Source: an optimization exercise on an open RTL-to-GDS flow (aim: small area and few clock cycles per item). Production flows keep margins and buffers that such runs may drop.
The RTL was checked by simulation tests, not by an equivalence proof against the original design.
Power and IR drop assume default switching activity.

==> inputs of v30 <==
Design neural_network, start of the top module:
module neural_network(clk,rst,in_valid,in_ready,in_pixel,in_weights,done,result,score);
input clk,rst,in_valid;
output in_ready;
input [7:0]in_pixel;
input [199:0]in_weights;
output done;
output [3:0]result;
output [24:0]score;
wire [9:0] cnt;
wire [2:0] pos;
wire l1_clr,l1_en,l2_act,l2_first,l2_bias,cmp_first,cmp_act;
signal_control ctl(clk,rst,in_valid,in_ready,cnt,pos,l1_clr,l1_en,l2_act,l2_first,l2_bias,
  cmp_first,cmp_act,done);
wire [7:0] pe=l1_clr?8'd1:(l1_en?in_pixel:8'd0);
wire [24:0] acc [0:19];
genvar g;
generate
for(g=0;g<20;g=g+1) begin : l1
mac neu(clk,l1_clr,pe,in_weights[10*g+9:10*g],acc[g]);
end
endgenerate
wire [9:0] jw=cnt-10'd785;
wire [24:0] asel=acc[jw[4:0]];
wire [23:0] h=l2_bias?24'd512:((l2_act&&!asel[24])?asel[23:0]:24'd0);
reg [249:0] ring;
wire [24:0] u0,u1;
wire [24:0] base0=l2_first?25'd0:ring[24:0];
wire [24:0] base1=l2_first?25'd0:ring[49:25];
reg [9:0] w0,w1;
always@(*)
begin
case(pos)
3'd0: begin w0=in_weights[9:0]; w1=in_weights[19:10]; end
3'd1: begin w0=in_weights[29:20]; w1=in_weights[39:30]; end
3'd2: begin w0=in_weights[49:40]; w1=in_weights[59:50]; end
3'd3: begin w0=in_weights[69:60]; w1=in_weights[79:70]; end
default: begin w0=in_weights[89:80]; w1=in_weights[99:90]; end
endcase
end
mac2 un0(h,w0,base0,u0);
mac2 un1(h,w1,base1,u1);
always@(posedge clk)
ring<={u1,u0,ring[249:50]};
compare cmp(clk,cmp_act,cmp_first,pos,ring[24:0],ring[49:25],result,score);
endmodule
==> module compare, before the edit <==
module compare(clk,act,first,pos,r0,r1,max_number,max_value_out);
input clk,act,first;
input [2:0] pos;
input [24:0] r0,r1;
output reg [3:0] max_number;
output reg [24:0] max_value_out;
wire [23:0] o0=r0[24]?24'd0:r0[23:0];
wire [23:0] o1=r1[24]?24'd0:r1[23:0];
wire [24:0] g1,g2;
assign g1[0]=1'b0;
assign g2[0]=1'b0;
wire [23:0] cv;
genvar i;
generate
for(i=0;i<24;i=i+1) begin : cmp
assign g1[i+1]=(o1[i]&~o0[i])|(o1[i]&g1[i])|(~o0[i]&g1[i]);
assign cv[i]=g1[24]?o1[i]:o0[i];
assign g2[i+1]=(cv[i]&~max_value_out[i])|(cv[i]&g2[i])|(~max_value_out[i]&g2[i]);
end
endgenerate
wire c1=g1[24];
wire gt=g2[24];
always@(posedge clk)
begin
if(act&&(first||gt))
begin
max_value_out<={1'b0,cv};
max_number<={pos,c1};
end
end
endmodule
clock: 25.0 ns
lec_check: 0
cap_margin: 20
core_margin: 2
core_utilization: 60
place_density: 0.7
slew_margin: 20
run.sh (not shown) runs the stock make flow with config.mk's settings and CLKGATE_MAP_FILE= SYNTH_SCRIPT=/design/flow/synth_recipe.tcl, a recipe that flattens the netlist after the stock synthesis.
==> inputs of v13, as changes to v30 <==
--- a/flow/design.v
+++ b/flow/design.v
@@ -732,24 +732,23 @@
 output reg [24:0] max_value_out;
-wire [23:0] o0=r0[24]?24'd0:r0[23:0];
-wire [23:0] o1=r1[24]?24'd0:r1[23:0];
-wire [24:0] g1,g2;
-assign g1[0]=1'b0;
-assign g2[0]=1'b0;
-wire [23:0] cv;
-genvar i;
-generate
-for(i=0;i<24;i=i+1) begin : cmp
-assign g1[i+1]=(o1[i]&~o0[i])|(o1[i]&g1[i])|(~o0[i]&g1[i]);
-assign cv[i]=g1[24]?o1[i]:o0[i];
-assign g2[i+1]=(cv[i]&~max_value_out[i])|(cv[i]&g2[i])|(~max_value_out[i]&g2[i]);
-end
-endgenerate
-wire c1=g1[24];
-wire gt=g2[24];
+wire [24:0] o0=r0[24]?25'd0:r0;
+wire [24:0] o1=r1[24]?25'd0:r1;
+wire c1=(o1>o0);
+wire [24:0] cv=c1?o1:o0;
+wire [3:0] ci={pos,c1};
+wire [24:0] bv=first?25'd0:max_value_out;
+wire [3:0] bi=first?4'd0:max_number;
 always@(posedge clk)
 begin
-if(act&&(first||gt))
+if(act)
+begin
+if(cv>bv)
 begin
-max_value_out<={1'b0,cv};
-max_number<={pos,c1};
+max_value_out<=cv;
+max_number<=ci;
+end
+else
+begin
+max_value_out<=bv;
+max_number<=bi;
+end
 end
--- a/flow/config.mk
+++ b/flow/config.mk
@@ -9,4 +9,3 @@
 export CORE_MARGIN = 2
-export CORE_UTILIZATION = 60
-export PLACE_DENSITY = 0.7
+export CORE_UTILIZATION = 40
 export SLEW_MARGIN = 20
==> summary of the runs <==
In v30 the maximum frequency is lower than in v13, by about 0.9%. v30 passed the timing, DRC and antenna checks. v13 finished clean. Sequential cell count: v13 is higher than v30 (1). Between v30 and v13, the lower power is in v30 (gap 8.4%, measured against v13). Between v30 and v13, the lower sequential power is in v30 (gap about 5%, measured against v13).
==> figures <==
item	v13	v30
Outcome	no timing/DRC/antenna violations	no timing/DRC/antenna violations
Upper clock frequency limit	49.1 MHz	48.7 MHz
Combinational group power	5.37 mW	4.95 mW
Wire length per cell	25.8 µm	24.7 µm
Multi-input gate share of total cell area	65.4%	66.3%
Simple-gate portion of the synthesized area	17.3%	16.6%
Reg area	16300 µm²	16200 µm²
Count of flip-flops with a built-in enable after synthesis	29	28
Largest vdd supply drop	0.0000653 V	0.0000745 V
Required arrival time at the worst endpoint	25.73 ns	25.61 ns
Testbench counts of v30, summed over its fixed seeds: cycles 21,448, items 24.
Testbench counts of v13, summed over its fixed seeds: cycles 21,448, items 24.


==> inputs of 11-03 <==
neural_network again, from the RTL that the note above started with.
Design neural_network, start of the top module:
module neural_network(clk,rst,in_valid,in_ready,in_pixel,in_weights,done,result,score);
export LEC_CHECK = 0
export CAP_MARGIN = 20
export CORE_MARGIN = 2
export CORE_UTILIZATION = 60
export CTS_BUF_LIST = sky130_fd_sc_hd__clkbuf_8 sky130_fd_sc_hd__clkbuf_16
export CTS_CLUSTER_DIAMETER = 60
export CTS_CLUSTER_SIZE = 30
export PLACE_DENSITY = 0.7
export SLEW_MARGIN = 20
create_clock -name core_clock -period 25.0 [get_ports {clk}]
standard.sh (not shown) runs the stock make flow with config.mk's settings and CLKGATE_MAP_FILE= SYNTH_SCRIPT=/design/flow/synth_recipe.tcl, a recipe that flattens the netlist after the stock synthesis.
==> flow/flow/run.sh <==
#!/bin/bash
# Standard layout, with one extra step between synthesis and floorplan:
# flow/polopt.py removes the inverters Yosys leaves between full adders by
# choosing, per full adder, whether it works on complemented signals (a full
# adder is self-dual), and adds back one inverter per signal that still needs
# both polarities. Registers and ports are untouched; the netlist stays
# equivalent. Port buffers use the smallest buffer cell. Every tool writes
# its full output to a log in this folder.
set -euo pipefail
R=orfs/results/${FLOW_PLATFORM}/neural_network/base
bash standard.sh synth > synth.log 2>&1
cp $R/1_2_yosys.v 1_2_yosys.standard.v
python3 flow/polopt.py 1_2_yosys.standard.v $R/1_2_yosys.v > polopt.log 2>&1
rm -f $R/1_synth.odb $R/1_synth.sdc
bash standard.sh finish "BUFFER_PORTS_ARGS=-buffer_cell sky130_fd_sc_hd__buf_1" > finish.log 2>&1
Other scripts of this flow, unchanged in this note and not shown: flow/flow/polopt.py
==> inputs of 04-25, as changes to 11-03 <==
- ABC_AREA: unset -> 1
==> qor summary <==
                                                      04-25       11-03
Run status                 no timing/DRC/antenna violations  no timing/DRC/antenna violations
GR met2 Demand/Resource                               57.8%       58.3%
Nets                                                  10.6k       10.4k
Worst r2r path cells                                     55          49
Endpoint of the worst register-to-register path   ring[248]   ring[223]
Area enclosed by the die boundary                142000 um2  142000 um2
Via/cell ratio                                         5.93        6.05
Hold Worst Slack                                     281 ps      305 ps
Combinational gate power                            4.94 mW     5.03 mW
Initial antenna violation count                          29          40
Post-Syn Nets                                         10.5k       10.4k
Non-clock buffer total of the final layout              332         348
Buffer share of cell area                             1.86%       2.02%
Fill cell instance count of the final layout          10.9k       10.8k
Synthesized instance count                             7998        7973
Critical-path maximum fanout                             24          33
Routed wire per std cell                            25.9 um     26.7 um
GP Congestion                                          1.00        1.02
Testbench counts of 11-03, summed over its fixed seeds: cycles 21,448, items 24.
Testbench counts of 04-25, summed over its fixed seeds: cycles 21,448, items 24.

port drivers added, routing unchanged:
How much do the figures lean on ideal ports? The routed layouts below were timed once more, with nothing changed but the port constraints. Step 1 sets driving cells, clkbuf_16 on the clock port and buf_2 on the other inputs (assumed; they add their load-dependent delay and slew). Step 2, shift: input delay + t, output delay - t, t = (earliest + latest rising clock arrival at the registers) / 2. This alone moves slack from input paths to output paths. a / b / c = ideal / step 1 / step 2; a / b = the first two.
run	t, ns	slack for setup (ns)	worst hold slack (ns)	worst setup path after step 2	pins driven straight from the clock port
v30	0.822	4.462 / 4.528 / 3.706	0.303 / 0.303 / 0.303	input to register	1
v13	0.881	4.641 / 4.631 / 3.751	0.321 / 0.321 / 0.321	input to register	1
11-03	0.810	5.294 / 5.342 / 4.532	0.305 / 0.305 / 0.305	input to register	1
04-25	0.816	6.179 / 6.165 / 5.349	0.281 / 0.281 / 0.281	input to register	1
After both steps setup and hold are still met in every run listed. The setup slack of v13, which loses most, moves by -0.010 ns with the drivers and by -0.890 ns with both steps.
